This is an optimization exercise on Yosys and OpenROAD, whose aim is small area, not a production implementation.
The RTL was checked by simulation tests, not by an equivalence proof against the original design.

## flow/design.v (module list and top-level ports; edited modules follow where they fit)
// module reset_synch: 21 lines
// module UART_tx: 77 lines
// module UART_rx: 78 lines
// module UART: 13 lines
// module UART_wrapper: 48 lines
// module cmd_proc: 111 lines
// module maze_solve: 143 lines
// module navigate: 112 lines
// module SPI_mnrch: 85 lines
// module inertial_integrator: 124 lines
// module inert_intf: 107 lines
// module A2D_intf: 62 lines
// module PWM8: 21 lines
// module sensor_intf: 264 lines
// module IR_math: 29 lines
// module P_term: 13 lines
// module I_term: 23 lines
// module Dterm: 26 lines
// module PID: 45 lines
// module DutyScaleROM: 76 lines
// module PWM12: 30 lines
// module MtrDrv: 33 lines
// module piezo_drv: 159 lines
// module MazeRunner: 103 lines
module MazeRunner(
  input clk, RST_n,						 
  output INRT_SS_n,INRT_SCLK,INRT_MOSI,	 
  input INRT_MISO,						 
  input INRT_INT,						 
  output A2D_SS_n,A2D_SCLK,A2D_MOSI,	 
  input A2D_MISO,						 
  output lftPWM1,lftPWM2,				 
  output rghtPWM1,rghtPWM2,				 
  input RX,								 
  input hall_n,							 
  output TX,							 
  output piezo,piezo_n,					 
  output IR_lft_en,						 
  output IR_cntr_en,					 
  output IR_rght_en,					 
  output [7:0] LED
);
  // ...
==> flow/run.sh <==
#!/bin/bash
# synth_recipe.tcl (not shown) runs the flow's synth.tcl, then flattens the netlist and writes it again
# the make line also repeats each setting of config.mk as NAME=value (left out here)
make -C /OpenROAD-flow-scripts/flow DESIGN_CONFIG=/design/flow/config.mk WORK_HOME=/design/flow/orfs CLKGATE_MAP_FILE= SYNTH_SCRIPT=/design/flow/synth_recipe.tcl finish
==> flow/config.mk <==
export PLATFORM = sky130hd
export DESIGN_NAME = MazeRunner
export DESIGN_NICKNAME = MazeRunner
export VERILOG_FILES = /design/flow/design.v
export SDC_FILE = /design/flow/constraint.sdc
export NUM_CORES = 4
export LEC_CHECK = 0
export CAP_MARGIN = 20
export CORE_MARGIN = 2
export CORE_UTILIZATION = 40
export SLEW_MARGIN = 20
==> flow/constraint.sdc <==
create_clock -name core_clock -period 20.0 [get_ports {clk}]
set_input_delay 4.0000 -clock core_clock [delete_from_list [all_inputs] [get_ports {clk}]]
set_output_delay 4.0000 -clock core_clock [all_outputs]
set_load 0.01 [all_outputs]
==> results.yml, run 1 <==
sta:
  worst_slack_ns: 6.90
  tns_ns: 0
  finalCriticalPeriod_ns: 13.10
  finalHoldViolCount: 0
final_layout:
  nNonClkBuffers: 56
  layout_commonest_cell: "nand2_1"
  fin_cells: 7750
  final_cell_mix: "nand2_1 (744), inv_1 (593), ha_1 (551)"
global_routing:
  antenna_found_initial: 1
  grt_pass1_vias: 39800
clock_tree:
  post-cts-setup-buffers: 0
  cts_buffer_depth: 3
  cts_buffers: 93
logic_synthesis:
  synthXorXnorAreaFrac_pct: 6.41
  synth_mux_area_share_pct: 2.51
  synth-seq-area-share_pct: 34.9
  yosys_warnings: 21
floorplan:
  die_area_um2: 141000
place:
  dp_hpwl_um: 86400
  place_ws_ns: 6.24
worst_setup_path:
  reg2regPathDepth: 50
  reg2reg_to: "iCNTRL.iterm1.integrator[14]"
  critPathSlowestCell: "o21ai_0"
outcome:
  status: "no timing/DRC/antenna violations"
route:
  routed_wl_um: 118000
==> inputs of run 2 (changes only) <==
==> flow/design.v (replaced) <==
module reset_synch (
	input clk,     
	input RST_n,   
	output logic rst_n
);
	logic inter_val;
	always_ff @(posedge clk or negedge RST_n) begin : FF1
		if(~RST_n) begin
			inter_val <= 0;
		end else begin
			inter_val <= 1;
		end
	end
	always_ff @(posedge clk or negedge RST_n) begin : FF2
		if(~RST_n) begin
			rst_n <= 0;
		end else begin
			rst_n <= inter_val;
		end
	end
endmodule : reset_synch
module UART_tx (
	input clk, rst_n, trmt,
	output logic TX
);
	logic [11:0] baud_cnt;
	logic [3:0] bit_cnt;
	logic shift;
	logic init, transmit;
	logic frame_bit;
	typedef enum reg {IDLE, RUNNING} state_t;
	state_t state, nxt_state;
	always_ff @(posedge clk, negedge rst_n)
		if(!rst_n)
			state <= IDLE;
		else
			state <= nxt_state;
	always_comb begin
		init = 0;
		transmit = 0;
		nxt_state = state;
		case (state)
		RUNNING: begin
			if(bit_cnt == 4'hA) begin
				nxt_state = IDLE;
			end else
				transmit = 1;
		end
		default: begin
			if(trmt) begin
				init = 1;
				transmit = 1;
				nxt_state = RUNNING;
			end
		end
		endcase
	end 
	always_ff @(posedge clk)  
		if(init)
			bit_cnt <= 0;
		else if(shift)
			bit_cnt <= bit_cnt + 1;
	always_ff @(posedge clk)  
		if(init | shift)
			baud_cnt <= 0;
		else if(transmit)
			baud_cnt <= baud_cnt + 1;
	always_ff @(posedge clk) begin  
		if (baud_cnt == 12'hA2C)
			shift <= 1;
		else
			shift <= 0;
	end	
	always_comb
		case (bit_cnt)
			4'd0: frame_bit = 1'b0;
			4'd1: frame_bit = 1'b1;
			4'd2: frame_bit = 1'b0;
			4'd3: frame_bit = 1'b1;
			4'd4: frame_bit = 1'b0;
			4'd5: frame_bit = 1'b0;
			4'd6: frame_bit = 1'b1;
			4'd7: frame_bit = 1'b0;
			default: frame_bit = 1'b1;
		endcase
	always_ff @(posedge clk) begin
		TX <= (state == IDLE) | frame_bit;
	end	
endmodule
module UART_rx (
	input clk, rst_n, RX, clr_rdy,		 
	output [7:0] rx_data,
	output logic rdy
);
	logic [11:0] baud_cnt;
	logic [11:0] init_baud_cnt;
	logic [8:0] rx_shft_reg;
	logic [3:0] bit_cnt;
	logic shift;
	logic RX_meta, RX_stable;
	logic start, receiving, set_rdy;  
	typedef enum reg {IDLE, RUNNING} state_t;
	state_t state, nxt_state;
	assign rx_data = rx_shft_reg[7:0];
	assign init_baud_cnt = (start) ? 12'h516 : 12'hA2C;
	always_ff @(posedge clk, negedge rst_n) begin  
		if(!rst_n) begin
			RX_meta <= 1;
			RX_stable <= 1;
		end else begin
			RX_meta <= RX;
			RX_stable <= RX_meta;
		end
	end		
	always_ff @(posedge clk) begin  
		if(start)
			bit_cnt <= 0;
		else if(shift)
			bit_cnt <= bit_cnt + 1'b1;
	end
	always_ff @(posedge clk) begin
		if(start | shift)
			baud_cnt <= init_baud_cnt;
		else if(receiving)
			baud_cnt <= baud_cnt - 1'b1;	
	end
	assign shift = (baud_cnt == 0) ? 1 : 0;  
	always_ff @(posedge clk)  
		if(shift)
			rx_shft_reg <= {RX_stable, rx_shft_reg[8:1]};
	always_ff@(posedge clk, negedge rst_n)  
		if(!rst_n)
			state <= IDLE;
		else
			state <= nxt_state;
	always_ff @(posedge clk, negedge rst_n)
		if(!rst_n)
			rdy <= 0;
		else if(clr_rdy)
			rdy <= 0;
		else if(start)
			rdy <= 0;
		else if(set_rdy)
			rdy <= 1;
	always_comb begin
		start = 0;
		receiving = 0;
		set_rdy = 0;
		nxt_state = state;
		case (state) 
			RUNNING: begin
				if(bit_cnt == 4'hA) begin
					set_rdy = 1;
					nxt_state = IDLE;
				end	else
					receiving = 1;
			end
			default: begin
				if(!RX_stable) begin
					start = 1;
					receiving = 1;
					nxt_state = RUNNING;
				end
			end
		endcase
	end
endmodule
module UART(
  input clk, rst_n,		 
  input RX, trmt,		 
  input clr_rx_rdy,		 
  output TX, rx_rdy,		 
  output [7:0] rx_data		 
);
UART_tx iTX(.clk(clk), .rst_n(rst_n), .TX(TX), .trmt(trmt));
UART_rx iRX(.clk(clk), .rst_n(rst_n), .RX(RX), .rdy(rx_rdy),
            .clr_rdy(clr_rx_rdy), .rx_data(rx_data));
endmodule
module UART_wrapper(
	input clk, rst_n, RX, trmt,
	output logic cmd_rdy, clr_cmd_rdy, TX,
	output [15:0] cmd
);
	logic rx_rdy, clr_rx_rdy, store_data;
	logic [7:0] rx_data;
	logic [7:0] high_byte;
	typedef enum reg {IDLE, RUN} state_t;
	state_t state, nstate;
	UART iUART(.clk(clk), .rst_n(rst_n), .RX(RX), .TX(TX), .trmt(trmt),
						.rx_data(rx_data), .rx_rdy(rx_rdy), .clr_rx_rdy(clr_rx_rdy));
	always_ff @(posedge clk) begin
		if(store_data)
			high_byte <= rx_data;
	end
	assign cmd = {high_byte, rx_data};
	always_ff @(posedge clk, negedge rst_n)
		if (!rst_n)
			state <= IDLE;
		else
			state <= nstate;
  always_comb begin
	store_data = 0;
	clr_rx_rdy = 0;
	cmd_rdy = 0;
	nstate = state;
	case (state)
		RUN: begin
			if(rx_rdy) begin
				clr_rx_rdy = 1;
				cmd_rdy = 1;
				store_data = 0;
				nstate = IDLE;
			end
		end
		default: begin
			if(rx_rdy) begin
				cmd_rdy = 0;
				clr_rx_rdy = 1;
				store_data = 1;
				nstate = RUN;
			end
		end
	endcase
end
endmodule
module cmd_proc (
	input clk,     
	input rst_n,   
	input [15:0] cmd,
	input cmd_rdy,
	output logic clr_cmd_rdy,
	output logic send_resp,
	output logic strt_cal,
	input cal_done,
	output logic in_cal,
	input sol_cmplt,
	output logic strt_hdng,
	output logic strt_mv,
	output logic stp_lft,
	output logic stp_rght,
	output logic [11:0] dsrd_hdng,
	input mv_cmplt,
	output logic cmd_md
);
logic [11:0] dsrd_hdng_val;
logic stp_lft_ff, stp_rght_ff;
always_ff @(posedge clk, negedge rst_n) begin
	if (!rst_n) begin
		dsrd_hdng <= 12'h000;
	end else if (strt_hdng)
		dsrd_hdng <= dsrd_hdng_val;
end
always_ff @(posedge clk) begin
	if(strt_mv) begin
		stp_lft <= stp_lft_ff;
		stp_rght <= stp_rght_ff;
	end
end
typedef enum logic [2:0] {IDLE, HEADING, CAL, MAZE_SOLVE, MOVE} state_t;
state_t state, nxt_state;
always_ff @(posedge clk or negedge rst_n) begin
	if(~rst_n) 
		state <= IDLE;
	else 
		state <= nxt_state;
end
always_comb begin
	send_resp = 0;
	cmd_md = 1;
	strt_cal = 0;
	clr_cmd_rdy = 0;
	in_cal = 0;
	dsrd_hdng_val = 0;
	strt_hdng = 0;
	strt_mv = 0;
	stp_lft_ff = 0;
	stp_rght_ff = 0;
	nxt_state = state;
	case (state)
		HEADING: begin
			if(mv_cmplt) begin
				send_resp = 1;
				nxt_state = IDLE;
			end
		end
		CAL: begin
			if(cal_done) begin
				send_resp = 1;
				nxt_state = IDLE;
			end
		end
		MOVE: begin
			if(mv_cmplt) begin
				send_resp = 1;
				nxt_state = IDLE;
			end
		end
		MAZE_SOLVE: begin
			if(sol_cmplt) begin
				send_resp = 1;
				nxt_state = IDLE;
			end else
				cmd_md = 0;
		end
		default: begin
			if(cmd_rdy) begin
				clr_cmd_rdy = 1;
				casez (cmd)
					16'b000?????????????: begin
						strt_cal = 1;
						in_cal = 1;
						nxt_state = CAL;
					end 
					16'b001?????????????: begin
						dsrd_hdng_val = cmd[11:0];
						strt_hdng = 1;
						nxt_state = HEADING;
					end
					16'b010?????????????: begin
						strt_mv = 1;
						nxt_state = MOVE;
						if(cmd[1])
							stp_lft_ff = 1;
						if(cmd[0])
							stp_rght_ff = 1;
					end
					16'b011?????????????: begin
						cmd_md = 0;
						nxt_state = MAZE_SOLVE;
					end
				endcase
			end 
		end
	endcase
end
endmodule : cmd_proc
module maze_solve (
	input clk,     
	input rst_n,   
	input cmd_md,
	input cmd0,
	input lft_opn,
	input rght_opn,
	input mv_cmplt,
	input sol_cmplt,
	output logic strt_hdng,
	output logic [11:0] dsrd_hdng,
	output logic strt_mv,
	output logic stp_lft,
	output logic stp_rght
);
logic [1:0] hdng_code;
logic hdng_en;
logic [1:0] hdng_code_val;
always_ff @(posedge clk or negedge rst_n) begin : dsrd_hdng_register
	if(~rst_n) begin
		hdng_code <= 2'b00;
	end else if (hdng_en) begin
		hdng_code <= hdng_code_val;
	end
end
assign dsrd_hdng = {hdng_code[1] & hdng_code[0], hdng_code[1], {10{hdng_code[1] ^ hdng_code[0]}}};
typedef enum logic [2:0] {IDLE, FRWD, HDNG_WAIT, ROTATE_WAIT, FRWD_WAIT} state_t;
state_t state, nxt_state;
always_ff @(posedge clk or negedge rst_n) begin : state_ff
	if(~rst_n) begin
		state <= IDLE;
	end else begin
		state <= nxt_state;
	end
end
always_comb begin : state_machine
	hdng_code_val = hdng_code;
	strt_mv = 0;
	strt_hdng = 0;
	hdng_en = 0;
	nxt_state = state;
	case (state)
		default : begin
			if(!cmd_md) begin
				strt_mv = 1;
				nxt_state = FRWD;
			end
		end
		FRWD : begin
			if(mv_cmplt && sol_cmplt)
				nxt_state = IDLE;
			else if(mv_cmplt) begin
				if (cmd0 ? lft_opn : rght_opn)		 
					hdng_code_val = cmd0 ? hdng_code + 2'd1 : hdng_code - 2'd1;
				else if (cmd0 ? rght_opn : lft_opn)	 
					hdng_code_val = cmd0 ? hdng_code - 2'd1 : hdng_code + 2'd1;
				else								 
					hdng_code_val = hdng_code + 2'd2;
				hdng_en = 1;
				nxt_state = HDNG_WAIT;
			end
		end
		HDNG_WAIT : begin 
			strt_hdng = 1;
			nxt_state = ROTATE_WAIT;
		end
		ROTATE_WAIT : begin 
			if(mv_cmplt) begin
				nxt_state = FRWD_WAIT;
			end
		end
		FRWD_WAIT : begin
			strt_mv = 1;
			nxt_state = FRWD;
		end
	endcase
end
assign stp_lft = cmd0;
assign stp_rght = ~cmd0;
endmodule : maze_solve
module navigate(clk,rst_n,strt_hdng,strt_mv,stp_lft,stp_rght,mv_cmplt,hdng_rdy,moving,
                en_fusion,at_hdng,lft_opn,rght_opn,frwrd_opn,frwrd_spd);
  parameter FAST_SIM = 1;		 
  input clk,rst_n;					 
  input strt_hdng;					 
  input strt_mv;					 
  input stp_lft;					 
  input stp_rght;					 
  input hdng_rdy;					 
  output logic mv_cmplt;			 
  output logic moving;				 
  output en_fusion;					 
  input at_hdng;					 
  input lft_opn,rght_opn,frwrd_opn;	 
  output [10:0] frwrd_spd;		 
  logic lft_opn_rise, lft_ff, rght_opn_rise, rght_ff;
  logic init_frwrd;
  logic inc_frwrd;
  logic dec_frwrd;
  logic dec_frwrd_fast;
  typedef enum reg [2:0] {IDLE, HEADING, MOVING, DECELERATE_NORM, DECELERATE_FAST} state_t;
  state_t state, nxt_state;
  logic [6:0] fs;
  always_ff @(posedge clk, negedge rst_n)
    if (!rst_n)
	  fs <= 7'h00;
	else if (init_frwrd)
	  fs <= 7'h1A;									 
	else if (hdng_rdy && inc_frwrd && (fs<7'h54))	 
	  fs <= fs + 7'h03;								 
	else if (hdng_rdy && (fs!=7'h00) && (dec_frwrd | dec_frwrd_fast))
	  fs <= ((dec_frwrd_fast) && (fs>7'h18)) ? fs - 7'h18 :	 
                    (dec_frwrd_fast) ? 7'h00 :
	                (fs>7'h06) ? fs - 7'h06 :			 
					7'h00;
  assign frwrd_spd = {1'b0, fs, 3'b000};
  assign en_fusion = (fs > 7'h2A) ? 1'b1 : 1'b0;	 
  assign lft_opn_rise = (lft_opn && !lft_ff) ? 1'b1 : 1'b0;
  assign rght_opn_rise = (rght_opn && !rght_ff) ? 1'b1 : 1'b0; 
  always_ff @(posedge clk, negedge rst_n) begin
    if (!rst_n)
      lft_ff <= 0;
    else
      lft_ff <= lft_opn;
  end
  always_ff @(posedge clk, negedge rst_n) begin
    if (!rst_n)
      rght_ff <= 0;
    else
      rght_ff <= rght_opn;
  end	
  always_ff @(posedge clk, negedge rst_n) begin
    if (!rst_n)
      state <= IDLE;
    else
      state <= nxt_state;
  end
  always_comb begin
    moving = 0;
    init_frwrd = 0;
    inc_frwrd = 0;
    dec_frwrd = 0;
    dec_frwrd_fast = 0;
    mv_cmplt = 0;
    nxt_state = state;
    case(state)
      MOVING: begin
        moving = 1;
        inc_frwrd = 1;
        if (!frwrd_opn)
          nxt_state = DECELERATE_FAST;         
        else if ((lft_opn_rise & stp_lft) ||   
                  (rght_opn_rise & stp_rght))  
          nxt_state = DECELERATE_NORM;
      end
      HEADING: begin
        moving = 1;              
        if (at_hdng) begin       
          mv_cmplt = 1;          
          nxt_state = IDLE;
        end 
      end
      DECELERATE_FAST: begin
        moving = 1;              
        dec_frwrd_fast = 1;      
        if (fs == 7'h00) begin    
          mv_cmplt = 1;
          nxt_state = IDLE;
        end
      end
      DECELERATE_NORM: begin
        moving = 1;              
        dec_frwrd = 1;
        if (fs == 7'h00) begin
          mv_cmplt = 1;
          nxt_state = IDLE;
        end
      end
      default: begin            
        if (strt_hdng) begin     
          moving = 1; 
          nxt_state = HEADING;
        end else if (strt_mv) begin
          init_frwrd = 1;
          nxt_state = MOVING;
        end 
      end
    endcase    
  end
endmodule
module SPI_mnrch(
  input clk, rst_n, wrt, MISO,
  input [15:0] wt_data,
  output logic done, SS_n, SCLK, MOSI,
  output [15:0] rd_data
);
logic init, set_done, ld_SCLK, MISO_smpl, done15, shft_imm, shft, smpl;
logic [15:0] shft_reg;
logic [4:0] SCLK_div;
logic [3:0] bit_cnt;
typedef enum reg [2:0] {IDLE, NOT_SHIFT, WORKHORSE, BACKPORCH} state_t;
state_t state, nxt_state;
assign MOSI = shft_reg[15];
assign SCLK = SCLK_div[4];
assign shft_imm = (SCLK_div == 5'b11111) ? 1'b1 : 1'b0;
assign smpl = (SCLK_div == 5'b01111) ? 1'b1 : 1'b0;
assign done15 = &bit_cnt;
assign rd_data = shft_reg;
always_ff @(posedge clk) begin
  if (ld_SCLK)
    SCLK_div <= 5'b10111;
  else
    SCLK_div <= SCLK_div + 1;
end
always_ff @(posedge clk) begin
  if (init)
    bit_cnt <= 4'h0;
  else if (shft)
    bit_cnt <= bit_cnt + 1;
end
always_ff @(posedge clk, negedge rst_n) begin
  if (!rst_n)
    state <= IDLE;
  else
    state <= nxt_state;
end
always_ff @(posedge clk) begin
  if (smpl)
    MISO_smpl <= MISO;
end
always_ff @(posedge clk) begin
  if (init)
    shft_reg <= wt_data;
  else if (shft)
    shft_reg <= {shft_reg[14:0], MISO_smpl};
end
always_ff @(posedge clk, negedge rst_n) begin
  if (!rst_n) begin
    done <= 0;
    SS_n <= 1;
  end else if (init) begin
    done <= 0;
    SS_n <= 0;
  end else if (set_done) begin
    done <= 1;
    SS_n <= 1;
  end
end
always_comb begin
  set_done = 0;
  init = 0;
  ld_SCLK = 0;
  shft = 0;
  nxt_state = state;
  case(state)
    NOT_SHIFT: if (shft_imm)
      nxt_state = WORKHORSE;
    WORKHORSE: if (done15)
      nxt_state = BACKPORCH;
      else if (shft_imm)
      shft = 1;
    BACKPORCH: if (shft_imm) begin
      shft = 1;
      ld_SCLK = 1;
      set_done = 1;
      nxt_state = IDLE;
    end
    default: if (wrt) begin
      init = 1;
      nxt_state = NOT_SHIFT;
      ld_SCLK = 1;
    end
  endcase
end
endmodule
module inertial_integrator(clk,rst_n,strt_cal,cal_done,vld,rdy,yaw_rt,
                           IR_Dtrm,heading,moving,en_fusion);
  parameter FAST_SIM = 1;		 
  input clk, rst_n;
  input strt_cal;						 
  input vld;							 
  input signed [15:0] yaw_rt;			 
  input [8:0] IR_Dtrm;					 
  input moving;							 
  input en_fusion;						 
  output logic cal_done;				 
  output reg rdy;
  output signed [11:0] heading;
  reg vld_ff1,vld_ff2;				 
  reg comp_d1, comp_d2;				 
  logic clr_integrator;
  logic clr_smpl_cntr;
  logic en_smpl_cntr;
  logic compensate_offset;
  typedef enum reg[1:0] {IDLE,CALIBRATING,RUNNING} state_t;
  state_t state,nstate;
  reg [24:0] yi;						 
  reg [16:0] yo;						 
  reg [3:0] smpl_cntr;					 
  wire enough_smpls;
  wire signed [18:0] yaw_fusion;
  wire signed [26:0] yaw_int;
  wire signed [18:0] yaw_off;
  wire signed [18:0] yaw_scaled;
  assign yaw_int = {yi, 2'b00};
  assign yaw_off = {yo, 2'b00};
  always_ff @(posedge clk, negedge rst_n)
    if (!rst_n)
	   state <= IDLE;
	 else
	   state <= nstate;
  always_comb begin
	 cal_done = 0;
	 clr_integrator = 0;
	 clr_smpl_cntr = 0;
	 en_smpl_cntr = 0;
	 compensate_offset = 0;
	 nstate = IDLE;
	 case (state)
	   IDLE : begin
		  if (strt_cal) begin
		    clr_integrator = 1;
			clr_smpl_cntr = 1;
		    nstate = CALIBRATING;
		  end else
		    nstate = IDLE;
		end
		CALIBRATING : begin
		  en_smpl_cntr = vld_ff1;
		  if (enough_smpls) begin
		    cal_done = 1;
			clr_integrator = 1;
			nstate = RUNNING;
		  end else
			nstate = CALIBRATING;
		end
		default : begin		 
		  compensate_offset = 1;
		  if (strt_cal) begin
			 clr_smpl_cntr = 1;
			 clr_integrator = 1;
			 nstate = CALIBRATING;
		  end else
		    nstate = RUNNING;
		end
	 endcase
  end
  always_ff @(posedge clk) begin
    comp_d1 <= compensate_offset;
    comp_d2 <= comp_d1;
  end
  assign yaw_scaled = (comp_d2) ? {yaw_rt,3'b000}-yaw_off : {{3{yaw_rt[15]}},yaw_rt};
  always @(posedge clk, negedge rst_n)
    if (!rst_n)
	  smpl_cntr <= 0;
	else if (clr_smpl_cntr)
	  smpl_cntr <= 0;
	else if (en_smpl_cntr)
	  smpl_cntr <= smpl_cntr + 1;
  assign enough_smpls = (smpl_cntr==4'h8) ? 1'b1 : 1'b0;
  always_ff @(posedge clk, negedge rst_n) begin
    if (!rst_n) begin
      vld_ff1 <= 1'b0;
      vld_ff2 <= 1'b0;
      rdy <= 1'b0;
	  end else begin
      vld_ff1 <= vld;
      vld_ff2 <= vld_ff1;
	    rdy <= vld_ff2;
	  end end
  assign yaw_fusion = (en_fusion) ? -{{3{IR_Dtrm[8]}},IR_Dtrm,7'h00} + {{7{IR_Dtrm[8]}},IR_Dtrm,3'h0} :
                                      19'h00000;
  wire [26:0] yaw_int_nxt = yaw_int + {{6{yaw_scaled[18]}},yaw_scaled,2'b00} +
	                          {{7{yaw_fusion[18]}},yaw_fusion,1'b0};
  always @(posedge clk, negedge rst_n)
    if (!rst_n) begin
	  yi <= 0;
	end else if (clr_integrator) begin
	  yi <= 0;
	end else if ((vld_ff2) && ((!compensate_offset) || (moving))) begin
	  yi <= yaw_int_nxt[26:2];
	end
  always @(posedge clk, negedge rst_n)
    if (!rst_n) begin
	  yo <= 17'h00000;
	end else if (cal_done) begin
	  yo <= yi[16:0];			 
	end
	assign heading = yaw_int[26:15];
endmodule
module inert_intf(clk,rst_n,strt_cal,cal_done,heading,rdy,IR_Dtrm,
                  SS_n,SCLK,MOSI,MISO,INT,moving,en_fusion,timer);
  parameter FAST_SIM = 1;	 
  input clk, rst_n;
  input MISO;							 
  input INT;							 
  input strt_cal;						 
  input moving;							 
  input en_fusion;						 
  input [8:0] IR_Dtrm;					 
  input [15:0] timer;					 
  output cal_done;				 
  output signed [11:0] heading;	 
  output rdy;					 
  output SS_n,SCLK,MOSI;		 
   logic int_ff1, int_ff2;
   logic [15:0] cmd;
  logic vld_pre, wrt, C_Y_L, C_Y_H, vld;
  wire done;
  wire [15:0] inert_data;		 
  wire signed [15:0] yaw_rt;
  logic [7:0] yaw_H, yaw_L;
  assign yaw_rt = {yaw_H, yaw_L};
  always_ff @(posedge clk, negedge rst_n) begin
    if (!rst_n) begin
      yaw_H <= '0;
      yaw_L <= '0;
    end else if (C_Y_H)
      yaw_H <= inert_data[7:0];
    else if (C_Y_L)
      yaw_L <= inert_data[7:0];
   end
  typedef enum reg [3:0] {INIT1, INIT2, INIT3, READING, YAWL, YAWH} state_t;
  state_t state, nxt_state;
  SPI_mnrch iSPI(.clk(clk),.rst_n(rst_n),.SS_n(SS_n),.SCLK(SCLK),
                 .MISO(MISO),.MOSI(MOSI),.wrt(wrt),.done(done),
				 .rd_data(inert_data),.wt_data(cmd));
  inertial_integrator #(FAST_SIM) iINT(.clk(clk), .rst_n(rst_n), .strt_cal(strt_cal),
                        .vld(vld),.rdy(rdy),.cal_done(cal_done), .yaw_rt(yaw_rt),.moving(moving),
						.en_fusion(en_fusion),.IR_Dtrm(IR_Dtrm),.heading(heading));
  always_ff @(posedge clk, negedge rst_n) begin
    if (!rst_n)
      state <= INIT1;
    else
      state <= nxt_state;
  end
  always_comb begin
    wrt = 0;
    C_Y_L = 0;
    C_Y_H = 0;
    vld_pre = 0;
    nxt_state = state;
    cmd = '0;
    case(state)
      default: if (&timer) begin
        wrt = 1;                       
        cmd = 16'h0D02;                
        nxt_state = INIT2;
      end
      INIT2: if (done) begin
        wrt = 1;                       
        cmd = 16'h1160;
        nxt_state = INIT3;
      end
      INIT3: if (done) begin
        wrt = 1;                       
        cmd = 16'h1440;
        nxt_state = READING;
      end
      READING: if (int_ff2) begin
        wrt = 1;                       
        cmd = 16'hA600;
        nxt_state = YAWL;
      end
      YAWL: if (done) begin
        wrt = 1;                       
        C_Y_L = 1;                     
        cmd = 16'hA700;
        nxt_state = YAWH;
      end
      YAWH: if (done) begin
        vld_pre = 1;                   
        C_Y_H = 1;                     
        nxt_state = READING;
      end
    endcase   
  end
  always_ff @(posedge clk) begin 
    if (!rst_n) begin
      int_ff1 <= 0;
      int_ff2 <= 0;
    end else
      int_ff1 <= INT;
      int_ff2 <= int_ff1;
  end
  always_ff @(posedge clk, negedge rst_n) begin
    if (!rst_n)
      vld <= '0;
    else
      vld <= vld_pre;
  end
endmodule
module A2D_intf(clk,rst_n,strt_cnv,cnv_cmplt,chnnl,res,SS_n,SCLK,MOSI,MISO);
  input clk,rst_n;			 
  input strt_cnv;			 
  input [2:0] chnnl;		 
  input MISO;				 
  output [11:0] res;		 
  output logic cnv_cmplt;	 
  output SS_n;				 
  output SCLK,MOSI;			 
  typedef enum reg[1:0] {IDLE,CMD,WAIT,RSP} state_t;
  state_t state, nxt_state;
  wire done;
  logic wrt;
  always_ff @(posedge clk, negedge rst_n)
    if (!rst_n)
	  state <= IDLE;
	else
	  state <= nxt_state;
  always_comb begin
	wrt = 0;
	cnv_cmplt = 1'b0;
	nxt_state = IDLE;
	case (state)
	  IDLE:
	    if (strt_cnv) begin
		  nxt_state = CMD;
		  wrt = 1;
		end
	  CMD: begin
	    if (done) begin
		  nxt_state = WAIT;
		end else
		  nxt_state = CMD;
	  end
	  WAIT: begin			 
		wrt = 1;
		nxt_state = RSP;
	  end
	  RSP: begin
	    if (done) begin
		  cnv_cmplt = 1;
		  nxt_state = IDLE;
		end else
		  nxt_state = RSP;
	  end
	endcase
  end
  SPI_a2d iSPI(.clk(clk),.rst_n(rst_n),.SS_n(SS_n),.SCLK(SCLK),.MISO(MISO),.MOSI(MOSI),.wrt(wrt),
                  .done(done),.chnnl(chnnl),.rd_data(res));
endmodule
module SPI_a2d(
  input clk, rst_n, wrt, MISO,
  input [2:0] chnnl,
  output logic done, SS_n, SCLK, MOSI,
  output [11:0] rd_data
);
logic init, set_done, ld_SCLK, MISO_smpl, done15, shft_imm, shft, smpl;
logic [11:0] shft_reg;
logic [4:0] SCLK_div;
logic [3:0] bit_cnt;
typedef enum reg [2:0] {IDLE, NOT_SHIFT, WORKHORSE, BACKPORCH} state_t;
state_t state, nxt_state;
assign MOSI = shft_reg[11] & ~(bit_cnt[3] & bit_cnt[2]);
assign SCLK = SCLK_div[4];
assign shft_imm = (SCLK_div == 5'b11111) ? 1'b1 : 1'b0;
assign smpl = (SCLK_div == 5'b01111) ? 1'b1 : 1'b0;
assign done15 = &bit_cnt;
assign rd_data = shft_reg;
always_ff @(posedge clk) begin
  if (ld_SCLK)
    SCLK_div <= 5'b10111;
  else
    SCLK_div <= SCLK_div + 1;
end
always_ff @(posedge clk) begin
  if (init)
    bit_cnt <= 4'h0;
  else if (shft)
    bit_cnt <= bit_cnt + 1;
end
always_ff @(posedge clk, negedge rst_n) begin
  if (!rst_n)
    state <= IDLE;
  else
    state <= nxt_state;
end
always_ff @(posedge clk) begin
  if (smpl)
    MISO_smpl <= MISO;
end
always_ff @(posedge clk) begin
  if (init)
    shft_reg <= {2'b00, chnnl, 7'h00};
  else if (shft)
    shft_reg <= {shft_reg[10:0], MISO_smpl};
end
always_ff @(posedge clk, negedge rst_n) begin
  if (!rst_n) begin
    done <= 0;
    SS_n <= 1;
  end else if (init) begin
    done <= 0;
    SS_n <= 0;
  end else if (set_done) begin
    done <= 1;
    SS_n <= 1;
  end
end
always_comb begin
  set_done = 0;
  init = 0;
  ld_SCLK = 0;
  shft = 0;
  nxt_state = state;
  case(state)
    NOT_SHIFT: if (shft_imm)
      nxt_state = WORKHORSE;
    WORKHORSE: if (done15)
      nxt_state = BACKPORCH;
      else if (shft_imm)
      shft = 1;
    BACKPORCH: if (shft_imm) begin
      shft = 1;
      ld_SCLK = 1;
      set_done = 1;
      nxt_state = IDLE;
    end
    default: if (wrt) begin
      init = 1;
      nxt_state = NOT_SHIFT;
      ld_SCLK = 1;
    end
  endcase
end
endmodule
module PWM8(cnt,PWM_sig);
  input [7:0] cnt;
  output PWM_sig;
  assign PWM_sig = (cnt != 8'h00) && (cnt <= 8'hC0);
endmodule
module sensor_intf(clk,rst_n,IR_lft_en,IR_cntr_en,IR_rght_en,lft_IR,
                   rght_IR,IR_Dtrm,vbatt,lft_opn,rght_opn,strt_cal,
				   frwrd_opn,batt_low,A2D_SS_n,
				   A2D_SCLK,A2D_MOSI,A2D_MISO,tmr,cnt8);
  parameter FAST_SIM = 1'b1;		 
  parameter NOM_IR = 12'h900;		 
  input clk,rst_n;					 
  input A2D_MISO;
  input strt_cal;					 
  input [10:0] tmr;					 
  input [7:0] cnt8;					 
  output IR_lft_en;					 
  output IR_cntr_en;
  output IR_rght_en;
  output reg [11:0] lft_IR;				 
  output reg [11:0] rght_IR;			 
  output reg [8:0] IR_Dtrm;					 
  output [11:0] vbatt;					 
  output lft_opn,frwrd_opn,rght_opn;	 
  output batt_low;						 
  output A2D_SS_n;						 
  output A2D_MOSI, A2D_SCLK;			 
  typedef enum reg [2:0] {LFT_STTL,LFT_CPTR,CNTR_STTL,CNTR_CPTR,RGHT_STTL,
                          RGHT_CPTR,BATT_STTL,BATT_CPTR} state_t;
  typedef enum reg {IDLE,CAL} cal_state_t;
  state_t state,nxt_state;
  cal_state_t cal_state, nxt_cal_state;
  wire [11:0] res;
  wire cnv_cmplt;
  wire IR_duty;
  wire signed [9:0] IR_Dtrm_sum;
  wire sttl_ovr;
  wire [13:0] vbatt_accum;
  wire [11:0] IR_err;
  logic strt_cnv;
  logic capture_batt,capture_rght,capture_lft,capture_cntr;
  logic [2:0] chnnl;
  logic [1:0] IR_sel;
  logic clr_avg_accums;
  logic accum_lft,accum_rght;
  logic ld_offs;
  reg cntr_opn;
  reg [11:0] lft_IR_prev1,rght_IR_prev1;
  reg [11:0] lft_IR_prev2,rght_IR_prev2;
  reg [8:0] lft_D,rght_D;
  reg [11:0] vbatt1,vbatt2,vbatt3,vbatt4;
  reg [11:0] lft_off_reg,rght_off_reg;
  reg [14:0] lft_accum,rght_accum;
  reg [3:0] smpl_cnt;
  localparam OPEN_THRES = 12'hD30;
  localparam OPEN_THRES_FRNT = 12'hDC0;
  localparam HUG = 12'h0E0;
  assign sttl_ovr = &tmr[10:0];
  always_ff @(posedge clk, negedge rst_n)
    if (!rst_n) begin
      vbatt1 <= 12'hC00;
	  vbatt2 <= 12'hC00;
	  vbatt3 <= 12'hC00;
	  vbatt4 <= 12'hC00;
    end else if (capture_batt) begin
      vbatt1 <= res;
	  vbatt2 <= vbatt1;
	  vbatt3 <= vbatt2;
	  vbatt4 <= vbatt3;
	end
  assign vbatt_accum = vbatt1 + vbatt2 + vbatt3 + vbatt4;
  assign vbatt = vbatt_accum[13:2];
  assign batt_low = (vbatt[11:4]<8'hD9)? 1'b1 : 1'b0;
  always_ff @(posedge clk, negedge rst_n)
    if (!rst_n)
      cntr_opn <= 1'b0;
    else if (capture_cntr)
      cntr_opn <= (res>OPEN_THRES_FRNT);
  wire [11:0] off_sel = capture_lft ? lft_off_reg : rght_off_reg;
  wire [11:0] prev2_sel = capture_lft ? lft_IR_prev2 : rght_IR_prev2;
  wire [11:0] IR_new = res - off_sel;
  wire [12:0] IR_diff = {1'b0,IR_new} - {1'b0,prev2_sel};
  wire [8:0] D_new = (IR_diff[12] & ~&IR_diff[11:8]) ? 9'h100 :
                     (~IR_diff[12] & |IR_diff[11:8]) ? 9'h0FF :
					 IR_diff[8:0];
  always_ff @(posedge clk, negedge rst_n)
    if (!rst_n) begin
      rght_IR <= 12'h000;
	  rght_IR_prev1 <= 12'h000;
	  rght_IR_prev2 <= 12'h000;
	  rght_D <= 9'h000;
    end else if (capture_rght) begin
      rght_IR <= IR_new;
	  rght_IR_prev1 <= rght_IR;
	  rght_IR_prev2 <= rght_IR_prev1;
	  rght_D <= D_new;
    end
  always_ff @(posedge clk, negedge rst_n)
    if (!rst_n) begin
      lft_IR <= 12'h000;
	  lft_IR_prev1 <= 12'h000;
	  lft_IR_prev2 <= 12'h000;
	  lft_D <= 9'h000;
    end else if (capture_lft) begin
      lft_IR <= IR_new;
	  lft_IR_prev1 <= lft_IR;
	  lft_IR_prev2 <= lft_IR_prev1;
	  lft_D <= D_new;
	end
  assign IR_Dtrm_sum = {lft_D[8],lft_D} - {rght_D[8],rght_D};
  always_ff @(posedge clk)
    IR_Dtrm <= ((lft_opn) && (rght_opn)) ? 9'h000 :
              (lft_opn) ? ~{rght_D[8],rght_D[8:1]} :
	      (rght_opn) ? {lft_D[8],lft_D[8:1]} :
	      IR_Dtrm_sum[9:1];
  always_ff @(posedge clk, negedge rst_n)
    if (!rst_n)
      state <= LFT_STTL;
    else
      state <= nxt_state;
  always_comb begin
    strt_cnv = 0;
    capture_batt = 0;
    capture_rght = 0;
    capture_lft = 0;
    capture_cntr = 0;
    chnnl = 3'b000;
    IR_sel = 2'b00;
    nxt_state = state;
    case (state)
      LFT_STTL : begin
	    IR_sel = 2'b01;
	    if (sttl_ovr) begin
	      chnnl = 3'b101;
	      strt_cnv = 1;
	      nxt_state = LFT_CPTR;
		end
	  end
	  LFT_CPTR : begin
	    IR_sel = 2'b01;
		if (cnv_cmplt) begin
		  capture_lft = 1;
		  nxt_state = CNTR_STTL;
		end
	  end
      CNTR_STTL : begin
	    IR_sel = 2'b10;
	    if (sttl_ovr) begin
	      chnnl = 3'b111;
	      strt_cnv = 1;
	      nxt_state = CNTR_CPTR;
		end
	  end	    
	  CNTR_CPTR : begin
	    IR_sel = 2'b10;
		if (cnv_cmplt) begin
		  capture_cntr = 1;
		  nxt_state = RGHT_STTL;
		end
	  end
      RGHT_STTL : begin
	    IR_sel = 2'b11;
	    if (sttl_ovr) begin
	      chnnl = 3'b010;
	      strt_cnv = 1;
	      nxt_state = RGHT_CPTR;
		end
	  end
	  RGHT_CPTR : begin
	    IR_sel = 2'b11;
		if (cnv_cmplt) begin
		  capture_rght = 1;
		  nxt_state = BATT_STTL;
		end
	  end
	  BATT_STTL : begin
	    if (sttl_ovr) begin
	      chnnl = 3'b000;
	      strt_cnv = 1;
	      nxt_state = BATT_CPTR;
		end
	  end
	  BATT_CPTR : begin
	    if (cnv_cmplt) begin
	      capture_batt = 1;
		  nxt_state = LFT_STTL;
	    end
	  end
    endcase
  end
  assign IR_err = res - NOM_IR - HUG;
  wire [14:0] accum_sum = (accum_lft ? lft_accum : rght_accum) + {{3{IR_err[11]}},IR_err};
  always_ff @(posedge clk)
    if (clr_avg_accums)
	  lft_accum <= 15'h0000;
	else if (accum_lft)
	  lft_accum <= accum_sum;
  always_ff @(posedge clk)
    if (clr_avg_accums)
	  rght_accum <= 15'h0000;
	else if (accum_rght)
	  rght_accum <= accum_sum;
  always_ff @(posedge clk)
    if (clr_avg_accums)
	  smpl_cnt <= 4'h0;
	else if (accum_rght)
	  smpl_cnt <= smpl_cnt + 1;
  always_ff @(posedge clk, negedge rst_n)
    if (!rst_n) begin
	  lft_off_reg <= 12'h000;
	  rght_off_reg <= 12'h000;
	end else if (clr_avg_accums) begin
	  lft_off_reg <= 12'h000;
	  rght_off_reg <= 12'h000;
	end else if (ld_offs) begin
	  lft_off_reg <= lft_accum[14:3];
	  rght_off_reg <= rght_accum[14:3];
	end
  always_ff @(posedge clk, negedge rst_n)
    if (!rst_n)
      cal_state <= IDLE;
    else
      cal_state <= nxt_cal_state;
  always_comb begin
    clr_avg_accums = 0;
    accum_lft = 0;
	accum_rght = 0;
	ld_offs = 0;
    nxt_cal_state = cal_state;
	case (cal_state)
	  IDLE : begin
	    if (strt_cal) begin
		  clr_avg_accums = 1;
		  nxt_cal_state = CAL;
		end
	  end
	  CAL : begin
	    accum_lft = capture_lft;
		accum_rght = capture_rght;
		if (smpl_cnt == 4'h8) begin
		  ld_offs = 1;
		  nxt_cal_state = IDLE;
		end
	  end
	endcase
  end
  assign lft_opn = (lft_IR>OPEN_THRES) ? 1'b1 : 1'b0;
  assign frwrd_opn = cntr_opn;
  assign rght_opn = (rght_IR>OPEN_THRES) ? 1'b1 : 1'b0;
  A2D_intf iA2D(.clk(clk),.rst_n(rst_n),.strt_cnv(strt_cnv),.cnv_cmplt(cnv_cmplt),
                .chnnl(chnnl),.res(res),.SS_n(A2D_SS_n),.SCLK(A2D_SCLK),.MOSI(A2D_MOSI),
  			    .MISO(A2D_MISO));
  PWM8 iDRV(.cnt(cnt8),.PWM_sig(IR_duty));
  assign IR_lft_en = (IR_sel==2'b01) ? IR_duty : 1'b0;
  assign IR_cntr_en = (IR_sel==2'b10) ? IR_duty : 1'b0;
  assign IR_rght_en = (IR_sel==2'b11) ? IR_duty : 1'b0;
endmodule
module IR_math (clk, rst_n, lft_opn, rght_opn, lft_IR, rght_IR, IR_Dtrm, en_fusion, dsrd_hdng, dsrd_hdng_adj);
parameter NOM_IR = 12'h900;
input lft_opn, rght_opn, clk, rst_n;
input [11:0] lft_IR, rght_IR;
input signed [8:0] IR_Dtrm;
input en_fusion;
input signed [11:0] dsrd_hdng;
output signed [11:0] dsrd_hdng_adj;
logic signed [12:0] IR_diff;
logic signed [11:0] IR_diff_adj;
logic signed [11:0] IR_adj;
logic signed [11:0] lft_IR_only;
logic signed [11:0] rght_IR_only;
logic signed [12:0] calculated_heading;
assign IR_diff = {1'b0, lft_IR} - {1'b0, rght_IR};
assign IR_diff_adj = IR_diff[12:1];
always_ff @(posedge clk) begin : proc_lft_IR_only
	lft_IR_only <= lft_IR - NOM_IR;
end
always_ff @(posedge clk) begin : proc_rght_IR_only
	rght_IR_only <= NOM_IR - rght_IR;
end
assign IR_adj = (lft_opn && rght_opn) ? 12'h000 :
				(lft_opn) ? rght_IR_only :
				(rght_opn) ? lft_IR_only :
				IR_diff_adj;
assign calculated_heading = { {2{IR_Dtrm[8]}}, IR_Dtrm[8:0], 2'b00 } + { {8{IR_adj[11]}}, IR_adj[10:5] };
assign dsrd_hdng_adj = (en_fusion) ? (calculated_heading[12:1] + dsrd_hdng) : dsrd_hdng;
endmodule
module P_term ( 
	input signed [11:0] error,
	output [9:0] err_sat
);
assign err_sat = (!error[11] && |error[10:9]) ? 10'h1FF :
				 (error[11] && !(&error[10:9])) ? 10'h200 :
				 error[9:0];
endmodule
module I_term (
input clk,
input rst_n,
input hdng_vld, 
input moving,
input [9:0] err_sat,
output [11:0] I_term
);
logic [15:0] sign_extended_err, sum, nxt_integrator, integrator, hdng_vld_value;
logic ov;
assign sign_extended_err = { {6{err_sat[9]}}, err_sat[9:0] };  
assign sum = sign_extended_err + integrator; 
assign ov = ((sign_extended_err[15] == integrator[15]) && (sum[15] != integrator[15])) ? 1 : 0; 
assign I_term = integrator[15:4];
assign nxt_integrator = (!moving) ? 16'h0000 :
						(hdng_vld & (!ov)) ? sum :
						integrator;
always_ff @(posedge clk, negedge rst_n)
	if(!rst_n)
		integrator <= 16'h0000;
	else
		integrator <= nxt_integrator;
endmodule
module Dterm(clk, rst_n, hdng_vld, err_sat, D_sat);
input clk, hdng_vld, rst_n; 
input signed [9:0] err_sat;
output logic signed [7:0] D_sat;		 
logic signed [9:0] q1, prev_err;
logic signed [10:0] D_diff_value;
assign D_diff_value = err_sat - prev_err;
always_ff @(posedge clk) begin : proc_D_sat
	D_sat <= (!D_diff_value[10] && |D_diff_value[9:7]) ? 8'h7F :
			 (D_diff_value[10] && !(&D_diff_value[9:7])) ? 8'h80 :
			 D_diff_value[7:0];
end
always_ff@(posedge clk, negedge rst_n) begin
	if(!rst_n) begin
		q1 <= 0;
		prev_err <= 0;
	end
	else if(hdng_vld) begin
		q1 <= err_sat;
		prev_err <= q1;
	end
end
endmodule
module PID (clk, rst_n, moving, dsrd_hdng, actl_hdng, hdng_vld, frwrd_spd, at_hdng, lft_spd, rght_spd);
input clk, rst_n, moving;
input signed [11:0] dsrd_hdng;
input signed [11:0] actl_hdng;
input hdng_vld;
input [10:0] frwrd_spd;
output at_hdng;
output logic [11:0] lft_spd;
output logic [11:0] rght_spd;
logic [11:0] error;
logic [11:0] iterm_out;
logic signed [7:0] D_sat;
logic signed [9:0] err_sat;
logic [9:0] abs_err_sat;
logic [14:0] pid_sum;
logic [11:0] pid_sum_div8;		 
logic [11:0] pid_term_div8;
logic moving_ff;
localparam COMPARE_VAL = 10'd30;
assign error = actl_hdng - dsrd_hdng;
P_term pterm1 (.error(error), .err_sat(err_sat));
I_term iterm1 (.clk(clk), .rst_n(rst_n), .hdng_vld(hdng_vld), .moving(moving), .err_sat(err_sat), .I_term(iterm_out));
Dterm dterm1 (.clk(clk), .rst_n(rst_n), .hdng_vld(hdng_vld), .err_sat(err_sat), .D_sat(D_sat));
assign pid_sum = {{3{err_sat[9]}}, err_sat, 2'b00} - {{5{err_sat[9]}}, err_sat}	 
               + {{3{iterm_out[11]}}, iterm_out}
               + {{3{D_sat[7]}}, D_sat, 4'b0000} - {{6{D_sat[7]}}, D_sat, 1'b0};	 
always_ff @(posedge clk) begin : proc_pid_sum
	pid_sum_div8 <= pid_sum[14:3];
end
always_ff @(posedge clk) begin : proc_pid_term_div8
	pid_term_div8 <= pid_sum_div8;
end
assign abs_err_sat = !err_sat[9] ? err_sat : -err_sat;
assign at_hdng = ((abs_err_sat) < COMPARE_VAL) ? 1 : 0;
always_ff @(posedge clk) begin : proc_moving_ff
	moving_ff <= moving;
end
assign rght_spd = (moving_ff) ? {1'b0, frwrd_spd[10:0]} - pid_term_div8 : 12'h000;
assign lft_spd = (moving_ff) ? {1'b0, frwrd_spd[10:0]} + pid_term_div8 : 12'h000;  
endmodule
module DutyScaleROM(clk,batt_level,delta);
  input clk;
  input [5:0] batt_level;
  output logic signed [9:0] delta;
  reg [5:0] level_ff;
  always_ff @(posedge clk)
    level_ff <= batt_level;
 always_comb begin
   case(level_ff)
     6'h00 : delta = 10'sd283;
     6'h01 : delta = 10'sd271;
     6'h02 : delta = 10'sd259;
     6'h03 : delta = 10'sd248;
     6'h04 : delta = 10'sd236;
     6'h05 : delta = 10'sd224;
     6'h06 : delta = 10'sd213;
     6'h07 : delta = 10'sd201;
     6'h08 : delta = 10'sd190;
     6'h09 : delta = 10'sd179;
     6'h0A : delta = 10'sd168;
     6'h0B : delta = 10'sd157;
     6'h0C : delta = 10'sd146;
     6'h0D : delta = 10'sd136;
     6'h0E : delta = 10'sd125;
     6'h0F : delta = 10'sd114;
     6'h10 : delta = 10'sd104;
     6'h11 : delta = 10'sd94;
     6'h12 : delta = 10'sd84;
     6'h13 : delta = 10'sd73;
     6'h14 : delta = 10'sd63;
     6'h15 : delta = 10'sd54;
     6'h16 : delta = 10'sd44;
     6'h17 : delta = 10'sd34;
     6'h18 : delta = 10'sd24;
     6'h19 : delta = 10'sd15;
     6'h1A : delta = 10'sd5;
     6'h1B : delta = -10'sd4;
     6'h1C : delta = -10'sd13;
     6'h1D : delta = -10'sd23;
     6'h1E : delta = -10'sd32;
     6'h1F : delta = -10'sd41;
     6'h20 : delta = -10'sd50;
     6'h21 : delta = -10'sd59;
     6'h22 : delta = -10'sd67;
     6'h23 : delta = -10'sd76;
     6'h24 : delta = -10'sd85;
     6'h25 : delta = -10'sd93;
     6'h26 : delta = -10'sd102;
     6'h27 : delta = -10'sd110;
     6'h28 : delta = -10'sd119;
     6'h29 : delta = -10'sd127;
     6'h2A : delta = -10'sd135;
     6'h2B : delta = -10'sd143;
     6'h2C : delta = -10'sd151;
     6'h2D : delta = -10'sd159;
     6'h2E : delta = -10'sd167;
     6'h2F : delta = -10'sd175;
     6'h30 : delta = -10'sd183;
     6'h31 : delta = -10'sd191;
     6'h32 : delta = -10'sd198;
     6'h33 : delta = -10'sd206;
     6'h34 : delta = -10'sd213;
     6'h35 : delta = -10'sd221;
     6'h36 : delta = -10'sd228;
     6'h37 : delta = -10'sd236;
     6'h38 : delta = -10'sd243;
     6'h39 : delta = -10'sd250;
     6'h3A : delta = -10'sd257;
     6'h3B : delta = -10'sd265;
     6'h3C : delta = -10'sd272;
     6'h3D : delta = -10'sd279;
     6'h3E : delta = -10'sd286;
     6'h3F : delta = -10'sd293;
     default : delta = 10'sd0;
   endcase
 end
endmodule
module PWM12(
  input clk, rst_n,  
  input [11:0] cnt,	 
  input unsigned [11:0] duty, 
  output logic PWM1, PWM2
);
  localparam NONOVERLAP = 12'h02C;
  always_ff @(posedge clk, negedge rst_n) begin
    if (!rst_n)
      PWM1 <= 1'b0;
    else if (cnt>=duty)
      PWM1 <= 1'b0;
    else if (cnt>=NONOVERLAP)
      PWM1 <= 1'b1;
  end
  always_ff @(posedge clk, negedge rst_n) begin
    if (!rst_n)
      PWM2 <= 1'b0;
    else if (&cnt)
      PWM2 <= 1'b0;
    else if (cnt>=(duty+NONOVERLAP))
      PWM2 <= 1'b1;
  end
endmodule
module MtrDrv(
  input clk, rst_n,
  input [11:0] cnt,				 
  input signed [11:0] lft_spd, rght_spd, vbatt,
  output lftPWM1, lftPWM2, rghtPWM1, rghtPWM2
);
logic signed [9:0] delta;				 
logic signed [12:0] lft_sat, rght_sat;
logic signed [21:0] lft_dprod, rght_dprod;
logic signed [12:0] lft_hi, rght_hi;
logic signed [11:0] lft_scaled, rght_scaled;
logic signed [11:0] lft_duty, rght_duty;
DutyScaleROM iDUT(.clk(clk), .batt_level(vbatt[9:4]), .delta(delta));
PWM12 iDUTlft(.clk(clk), .rst_n(rst_n), .cnt(cnt), .duty(lft_duty), .PWM1(lftPWM1), .PWM2(lftPWM2));
PWM12 iDUTrght(.clk(clk), .rst_n(rst_n), .cnt(cnt), .duty(rght_duty), .PWM1(rghtPWM1), .PWM2(rghtPWM2));
assign lft_dprod = lft_spd * delta;
assign rght_dprod = rght_spd * delta;
always_ff @(posedge clk) begin : proc_lft_prod
  lft_sat <= {lft_spd[11], lft_spd} + {{2{lft_dprod[21]}}, lft_dprod[21:11]};
end
always_ff @(posedge clk) begin : proc_rght_prod
  rght_sat <= {rght_spd[11], rght_spd} + {{2{rght_dprod[21]}}, rght_dprod[21:11]};
end
assign lft_scaled = (~lft_sat[12] && lft_sat[11]) ? 12'h7FF :
                 (lft_sat[12] && ~lft_sat[11]) ? 12'h800 :
                 lft_sat[11:0];
assign rght_scaled = (~rght_sat[12] && rght_sat[11]) ? 12'h7FF :
                 (rght_sat[12] && ~rght_sat[11]) ? 12'h800 :
                 rght_sat[11:0];
always_ff @(posedge clk) begin : proc_lft_duty
  lft_duty <= lft_scaled + $signed(12'h800);
end
always_ff @(posedge clk) begin : proc_rght_duty
  rght_duty <= $signed(12'h800) - rght_scaled;
end
endmodule
module piezo_drv (
	input clk,     
	input rst_n,   
	input batt_low, 
	input fanfare, 
	output logic piezo, 
	output logic piezo_n
);
	parameter FAST_SIM = 1;  
	localparam [2:0] F_0 = 3'd0, F_G6 = 3'd1, F_C7 = 3'd2, F_E7 = 3'd3, F_G7 = 3'd4;
	localparam [2:0] D_0 = 3'd0, D_THIRD = 3'd1, D_QUARTER = 3'd2, D_SIXTEENTH = 3'd3, D_HALF = 3'd4;
	typedef enum reg [3:0] {IDLE, FF_G6, FF_C7, FF_E7, FF_G7, FF_E7Q, FF_G7H, LOW_G6, LOW_C7, LOW_E7} state_t;
	state_t state, nstate;
	logic strt_frq, strt_dur;
	logic [2:0] SM_dur_code;
	logic [2:0] SM_frq_code;
	logic [20:0] duration_tmr;			 
	logic [13:0] frequency_tmr;
	logic [2:0] Check_dur_code, Check_frq_code;
	logic [20:0] Check_duration_tmr;
	logic [13:0] Check_frequency_tmr;
	logic frq_done, dur_done, dur_done_ff;
	always_ff @(posedge clk, negedge rst_n) begin : proc_frequency_tmr
		if (~rst_n) begin
			frequency_tmr <= 0;
		end
		else if(strt_frq || frq_done) begin
			frequency_tmr <= 0;
		end else begin
			frequency_tmr <= frequency_tmr + 1;
		end
	end
	always_ff @(posedge clk, negedge rst_n) begin : proc_duration_tmr
		if (~rst_n) begin
			duration_tmr <= 0;
		end
		else if(strt_dur || dur_done_ff) begin
			duration_tmr <= 0;
		end else begin
			duration_tmr <= duration_tmr + 1;
		end
	end
	always_ff @(posedge clk) begin : proc_check_frequency
		if (strt_frq || frq_done)
			Check_frq_code <= SM_frq_code;
	end
	always_ff @(posedge clk) begin : proc_check_duration
		if (strt_dur || dur_done_ff)
			Check_dur_code <= SM_dur_code;
	end
	always_comb
		case (Check_frq_code)
			F_G6: Check_frequency_tmr = 14'h3E48;
			F_C7: Check_frequency_tmr = 14'h2EA9;
			F_E7: Check_frequency_tmr = 14'h2508;
			F_G7: Check_frequency_tmr = 14'h1F24;
			default: Check_frequency_tmr = 14'h0000;
		endcase
	always_comb
		case (Check_dur_code)
			D_THIRD: Check_duration_tmr = 21'h080000;
			D_QUARTER: Check_duration_tmr = 21'h0C0000;
			D_SIXTEENTH: Check_duration_tmr = 21'h040000;
			D_HALF: Check_duration_tmr = 21'h100000;
			default: Check_duration_tmr = 21'h000000;
		endcase
	assign frq_done = (frequency_tmr == Check_frequency_tmr) ? 1'b1 : 1'b0;
	assign dur_done = (duration_tmr == Check_duration_tmr) ? 1'b1 : 1'b0;
	always_ff @(posedge clk, negedge rst_n) begin
		if (~rst_n)
			dur_done_ff <= 0;
		else
			dur_done_ff <= dur_done;
	end
	always_ff @(posedge clk or negedge rst_n) begin : proc_piezo
		if(~rst_n) begin
			piezo <= 0;
		end else if (frq_done) begin
			piezo <= ~piezo;
		end
	end
	assign piezo_n = ~piezo;
	always_ff @(posedge clk, negedge rst_n) begin : SM_flop
		if (!rst_n)
			state <= IDLE;
		else
			state <= nstate;
	end : SM_flop
  always_comb begin
		strt_dur = 0;
		strt_frq = 0;
		SM_dur_code = D_0;
		SM_frq_code = F_0;
		nstate = state;
		case (state)
			default : begin
				if(batt_low) begin
					nstate = LOW_G6;
					SM_frq_code = F_G6;
					SM_dur_code = D_THIRD;
					strt_dur = 1;
					strt_frq = 1;
				end else if (fanfare) begin
					nstate = FF_G6;
					SM_frq_code = F_G6;
					SM_dur_code = D_THIRD;
					strt_dur = 1;
					strt_frq = 1;
				end
			end
			FF_G6 : begin
				SM_frq_code = F_G6;
				SM_dur_code = D_THIRD;
				if(dur_done) nstate = FF_C7;
			end
			FF_C7 : begin
				SM_frq_code = F_C7;
				SM_dur_code = D_THIRD;
				if(dur_done) nstate = FF_E7;
			end
			FF_E7 : begin
				SM_frq_code = F_E7;
				SM_dur_code = D_THIRD;
				if(dur_done) nstate = FF_G7;
			end
			FF_G7 : begin
				SM_frq_code = F_G7;
				SM_dur_code = D_QUARTER;
				if(dur_done) nstate = FF_E7Q;
			end
			FF_E7Q : begin
				SM_frq_code = F_E7;
				SM_dur_code = D_SIXTEENTH;
				if(dur_done) nstate = FF_G7H;
			end
			FF_G7H : begin
				SM_frq_code = F_G7;
				SM_dur_code = D_HALF;
				if(dur_done) nstate = IDLE;
			end
			LOW_G6 : begin
				SM_frq_code = F_G6;
				SM_dur_code = D_THIRD;
				if(dur_done) nstate = LOW_C7;
			end
			LOW_C7 : begin
				SM_frq_code = F_C7;
				SM_dur_code = D_THIRD;
				if(dur_done) nstate = LOW_E7;
			end
			LOW_E7 : begin
				SM_frq_code = F_E7;
				SM_dur_code = D_THIRD;
				if(dur_done) nstate = IDLE;
			end
		endcase
	end
endmodule : piezo_drv
module MazeRunner(
  input clk, RST_n,						 
  output INRT_SS_n,INRT_SCLK,INRT_MOSI,	 
  input INRT_MISO,						 
  input INRT_INT,						 
  output A2D_SS_n,A2D_SCLK,A2D_MOSI,	 
  input A2D_MISO,						 
  output lftPWM1,lftPWM2,				 
  output rghtPWM1,rghtPWM2,				 
  input RX,								 
  input hall_n,							 
  output TX,							 
  output piezo,piezo_n,					 
  output IR_lft_en,						 
  output IR_cntr_en,					 
  output IR_rght_en,					 
  output [7:0] LED
);
  localparam FAST_SIM = 1;
  localparam NOM_IR = 12'h900;			 
  wire rst_n;							 
  wire strt_cal;						 
  wire cal_done;						 
  wire signed [11:0] lft_spd, rght_spd;	 
  wire signed [11:0] actl_hdng;			 
  wire signed [11:0] dsrd_hdng_cmd;		 
  wire signed [11:0] dsrd_hdng_slv;		 
  wire signed [11:0] dsrd_hdng;			 
  wire signed [11:0] dsrd_hdng_adj;		 
  wire strt_hdng_cmd,strt_hdng_slv;		 
  wire strt_mv_cmd,strt_mv_slv;			 
  wire strt_mv,strt_hdng;				 
  wire stp_lft_cmd,stp_rght_cmd;		 
  wire stp_lft_slv,stp_rght_slv;		 
  wire stp_lft,stp_rght;				 
  wire [11:0] lft_IR,rght_IR;			 
  wire [8:0] IR_Dtrm; 					 
  wire [11:0] vbatt;					 
  wire lft_opn,rght_opn,frwrd_opn;		 
  wire hdng_rdy;						 
  wire moving;							 
  wire en_fusion;						 
  wire at_hdng;							 
  wire send_resp;						 
  wire mv_cmplt;						 
  wire sol_cmplt;						 
  wire [10:0] frwrd_spd;				 
  wire [15:0] cmd;						 
  wire cmd_rdy;							 
  wire clr_cmd_rdy;						 
  wire batt_low;
  wire cmd_md;							 
  wire [15:0] tmr;						 
  assign sol_cmplt = ~hall_n;			 
  reset_synch iRST(.*);
  logic [15:0] tmr_q;
  always_ff @(posedge clk, negedge rst_n)
    if (!rst_n)
      tmr_q <= 16'h0000;
    else
      tmr_q <= tmr_q + 1'b1;
  assign tmr = tmr_q;
  UART_wrapper iWRAP(.clk(clk), .rst_n(rst_n), .RX(RX), .TX(TX),
               .trmt(send_resp),
			   .cmd_rdy(cmd_rdy), .cmd(cmd), .clr_cmd_rdy(clr_cmd_rdy));
  cmd_proc iCMD(.clk(clk),.rst_n(rst_n),.cmd(cmd),.cmd_rdy(cmd_rdy),
           .clr_cmd_rdy(clr_cmd_rdy),.send_resp(send_resp),.strt_cal(strt_cal),
		   .cal_done(cal_done),.cmd_md(cmd_md),.dsrd_hdng(dsrd_hdng_cmd),
		   .strt_hdng(strt_hdng_cmd),.strt_mv(strt_mv_cmd),.stp_lft(stp_lft_cmd),
		   .stp_rght(stp_rght_cmd),.mv_cmplt(mv_cmplt),.sol_cmplt(sol_cmplt),
		   .in_cal(LED[0]));
  maze_solve iSLV(.clk(clk),.rst_n(rst_n),.cmd0(cmd[0]),.cmd_md(cmd_md),
             .lft_opn(lft_opn),.rght_opn(rght_opn),.dsrd_hdng(dsrd_hdng_slv),
			 .strt_hdng(strt_hdng_slv),.strt_mv(strt_mv_slv),
			 .stp_lft(stp_lft_slv),.stp_rght(stp_rght_slv),.mv_cmplt(mv_cmplt)
			 ,.sol_cmplt(sol_cmplt));
  assign dsrd_hdng = (cmd_md) ? dsrd_hdng_cmd : dsrd_hdng_slv;
  assign strt_hdng = (cmd_md) ? strt_hdng_cmd : strt_hdng_slv;
  assign strt_mv = (cmd_md) ? strt_mv_cmd : strt_mv_slv;
  assign stp_lft = (cmd_md) ? stp_lft_cmd : stp_lft_slv;
  assign stp_rght = (cmd_md) ? stp_rght_cmd : stp_rght_slv;
  navigate #(FAST_SIM) iNAV(.clk(clk),.rst_n(rst_n),.strt_hdng(strt_hdng),.strt_mv(strt_mv),
                .stp_lft(stp_lft),.stp_rght(stp_rght),.mv_cmplt(mv_cmplt),.hdng_rdy(hdng_rdy),
				.moving(moving),.en_fusion(en_fusion),.at_hdng(at_hdng),.lft_opn(lft_opn),
				.rght_opn(rght_opn),.frwrd_opn(frwrd_opn),.frwrd_spd(frwrd_spd));
  assign LED[7:1] = 7'h00;	 
  inert_intf #(FAST_SIM) iNEMO(.clk(clk),.rst_n(rst_n),.strt_cal(strt_cal),
             .cal_done(cal_done),.heading(actl_hdng),.rdy(hdng_rdy),.IR_Dtrm(IR_Dtrm),   
			 .SS_n(INRT_SS_n),.SCLK(INRT_SCLK),.MOSI(INRT_MOSI),.MISO(INRT_MISO),
			 .INT(INRT_INT),.moving(moving),.en_fusion(en_fusion),.timer(tmr));
  IR_math #(NOM_IR) iIR_adj(.clk(clk), .rst_n(rst_n), .lft_opn(lft_opn),.rght_opn(rght_opn),.lft_IR(lft_IR),.rght_IR(rght_IR),
                            .IR_Dtrm(IR_Dtrm),.en_fusion(en_fusion),.dsrd_hdng(dsrd_hdng),
				            .dsrd_hdng_adj(dsrd_hdng_adj));
  PID iCNTRL(.clk(clk),.rst_n(rst_n),.moving(moving),.dsrd_hdng(dsrd_hdng_adj),.actl_hdng(actl_hdng),
             .hdng_vld(hdng_rdy),.at_hdng(at_hdng),.frwrd_spd(frwrd_spd),.lft_spd(lft_spd),
			 .rght_spd(rght_spd));
  MtrDrv iMTR(.clk(clk),.rst_n(rst_n),.cnt(tmr[11:0]),.lft_spd(lft_spd),.rght_spd(rght_spd),
              .vbatt(vbatt),.lftPWM1(lftPWM1),.lftPWM2(lftPWM2),
				  .rghtPWM1(rghtPWM1),.rghtPWM2(rghtPWM2));
  sensor_intf #(FAST_SIM,NOM_IR) iIR(.clk(clk),.rst_n(rst_n),
                          .IR_lft_en(IR_lft_en),.strt_cal(strt_cal),
                          .IR_cntr_en(IR_cntr_en),.IR_rght_en(IR_rght_en),
						  .lft_IR(lft_IR),.rght_IR(rght_IR),.IR_Dtrm(IR_Dtrm),
						  .vbatt(vbatt),.lft_opn(lft_opn),.rght_opn(rght_opn),
						  .frwrd_opn(frwrd_opn),.batt_low(batt_low),
						  .A2D_SS_n(A2D_SS_n),.A2D_SCLK(A2D_SCLK),
						  .A2D_MOSI(A2D_MOSI),.A2D_MISO(A2D_MISO),.tmr(tmr[10:0]),.cnt8(tmr[7:0]));
  piezo_drv #(FAST_SIM) iCHRG(.clk(clk),.rst_n(rst_n),.batt_low(batt_low),.fanfare(sol_cmplt),
                           .piezo(piezo),.piezo_n(piezo_n));
endmodule
==> run 2 against run 1 <==
  * Still clean on timing, DRC and antenna
  * Area after synthesis shrank 12%
  * Count of clock-buffer cells in the layout shrank 23
  * Design area shrank 12%
  * Via count shrank 11%
  * First-iteration DRC count grew 9.0%
  * Critical endpoint is now iCNTRL.pid_sum_div8[8]
  * Largest cell class unchanged
==> results.yml, run 2 <==
worst_setup_path:
  arrival_ns: 13.83
  ff2ff_setup_slack_ns: 8.32
  worst_ep_required_time_ns: 20.52
  worstPathMaxFanout: 23
  crit_type: "input pin to register"
  critPathSlowestCell: "xor2_1"
  endpoint_kind: "register"
  reg2regPathDepth: 47
  reg2reg_to: "iCNTRL.pid_sum_div8[8]"
place:
  dp_hpwl_um: 78700
  place_area_um2: 50400
  place_congestion: 0.835
  io_buffer_count: 23
final_layout:
  layout_commonest_cell: "nand2_1"
  fin_nets: 5986
  largest_reg_flops: 25
  top_register: "iNEMO.iINT.yi"
  layout-area-overhead-vs-synth_pct: 9.49
  fin_cells: 6920
  reg_top3: "iNEMO.iINT.yi x25, iCHRG.duration_tmr x21, iNEMO.iINT.yo x17"
  design_area_um2: 53100
  final_cell_mix: "nand2_1 (610), inv_1 (598), ha_1 (457)"
  diodes: 0
  drive_gt1_share_pct: 7.16
logic_synthesis:
  synth_top_area_cell: "dfrtp_1"
  synth-seq-area-share_pct: 31.8
  ys_ff_latch: 644
  synthCells: 5288
  syn_avg_cell_area_um2: 9.17
  yosysTopAreaCellShare_pct: 19.2
  synth_enable_flop_cells: 57
  yosys-top-cells-area: "dfrtp_1 (19%), ha_1 (12%), fa_1 (12%)"
  syn_area_um2: 48500
  synth.most_common_cell: "nand2_1"
  yosys_warnings: 22
  yosys_most_used_dff: "dfrtp_1"
global_routing:
  antenna_found_initial: 1
  grt_pass1_vias: 35200
  grt_pass1_wl_um: 178000
  grt_max_degree: 144
  grt_overflow: 0
sta:
  fin_crit_sh_pct: 66.5
  rsz0062_at_grt: "false"
  tightest_slew_ns: 1.02
  fin_worst_skew_ns: 0.0358
  max_freq_mhz: 75.2
  tns_ns: 0
  max_slew_margin_pct: 32.2
  finalCriticalPeriod_ns: 13.30
  finalHoldViolCount: 0
clock_tree:
  h-tree-depth: 3
  post-cts-setup-buffers: 0
  cts_buffers: 77
  ctsHoldBuffers: 0
  cts_buffer_depth: 3
route:
  routed_wl_um: 106000
  drc: 0
  drt_iter0_drc: 2099
  first_pass_iters: 5
floorplan:
  core_um2: 120000
  fp.dieW_um: 352
  die_h_um: 352
  ios: 31
  rows: 127
  initial_core_util_pct: 40.4
  die_area_um2: 124000
flow_run:
  cap_violations: 0
outcome:
  status: "no timing/DRC/antenna violations"
## run 2: worst max-delay path by stage
| stage | from | endpoint | slack (ns) |
|---|---|---|---|
| after floorplan | hall_n | iCNTRL.pid_sum_div8[8] | 8.00 |
| after global placement | hall_n | iCNTRL.pid_sum_div8[9] | 6.41 |
| after detailed placement | hall_n | iCNTRL.pid_sum_div8[8] | 6.09 |
| after CTS | hall_n | iCNTRL.pid_sum_div8[8] | 6.77 |
| after global routing | hall_n | iCNTRL.pid_sum_div8[9] | 5.89 |
| final | hall_n | iCNTRL.pid_sum_div8[8] | 6.70 |
## run 2: per-stage QoR
stage	hold slack (ns)	setup slack [ns]	util (%)
detailed placement	0.186	6.09	41.9
CTS	0.192	6.77	44.2
global placement	0.187	6.41	41.9
finish	0.177	6.70	44.2
global route	0.201	5.89	44.2
floorplan	0.310	8.00	-
## run 2: area by class of cell
cell class | instances | area [um2]
Clock inverter | 38 | 438
Sequential cell | 644 | 15400
Timing Repair Buffer | 72 | 614
Clock buffer | 106 | 2270
Multi-Input combinational cell | 3848 | 30100
Inverter | 600 | 2250
Tap cell | 1612 | 2020
Fill cell | 11700 | 67000
## run 2: routing by layer
layer	vias to the layer above	share of wire, %	global-route usage, %
met5	-	0	0
met4	0	1.8	3.77
met3	128	3.2	2.12
met2	483	46	28.1
met1	17000	49	24.1
li1	17600	-	-
## run 2: kinds of logic (layout without fill, tap and decap cells)
family                   Yosys count  in the layout  synth area share (%)
XOR/XNOR                         351            351                  6.40
adder cells (fa/ha/maj)          750            750                  23.6
AO/OA/AOI/OAI                   1002           1002                  12.9
other                              2              8                0.0155
flip-flops                       644            644                  31.8
multiplexers                     190            190                  4.27
buffers and inverters            802            816                  6.33
AND/OR/NAND/NOR                 1547           1547                  14.7
## run 2: critical path: cells and delay by family
kind	cells	cell delay, ns
buffers and inverters	4	0.87
xor gates and xnor gates	4	1.15
muxes	1	0.09
AOI/OAI and AO/OA	16	3.46
adders and majority gates	7	2.56
and+or+nand+nor	10	1.68

[separate check: timing with driven ports]
The flow's constraints put no driver on any port. The routed layouts listed below were extracted and timed again, unchanged, in two steps.
Step 1: set_driving_cell puts a clkbuf_16 on clk and a buf_2 on each other input, an assumption about the parent block.
Step 2, shift: input delay + t, output delay - t, t = (earliest + latest rising clock arrival at the registers) / 2. This alone moves slack from input paths to output paths.
Three values: ideal ports, drivers, drivers and shift; two values: the first two.
run | shift t [ns] | slack for setup (ns)
run 1 | 0.748 | 6.899 / 6.866 / 6.118
run 2 | 0.716 | 6.695 / 6.741 / 6.025
After both steps every run listed still meets setup and hold.
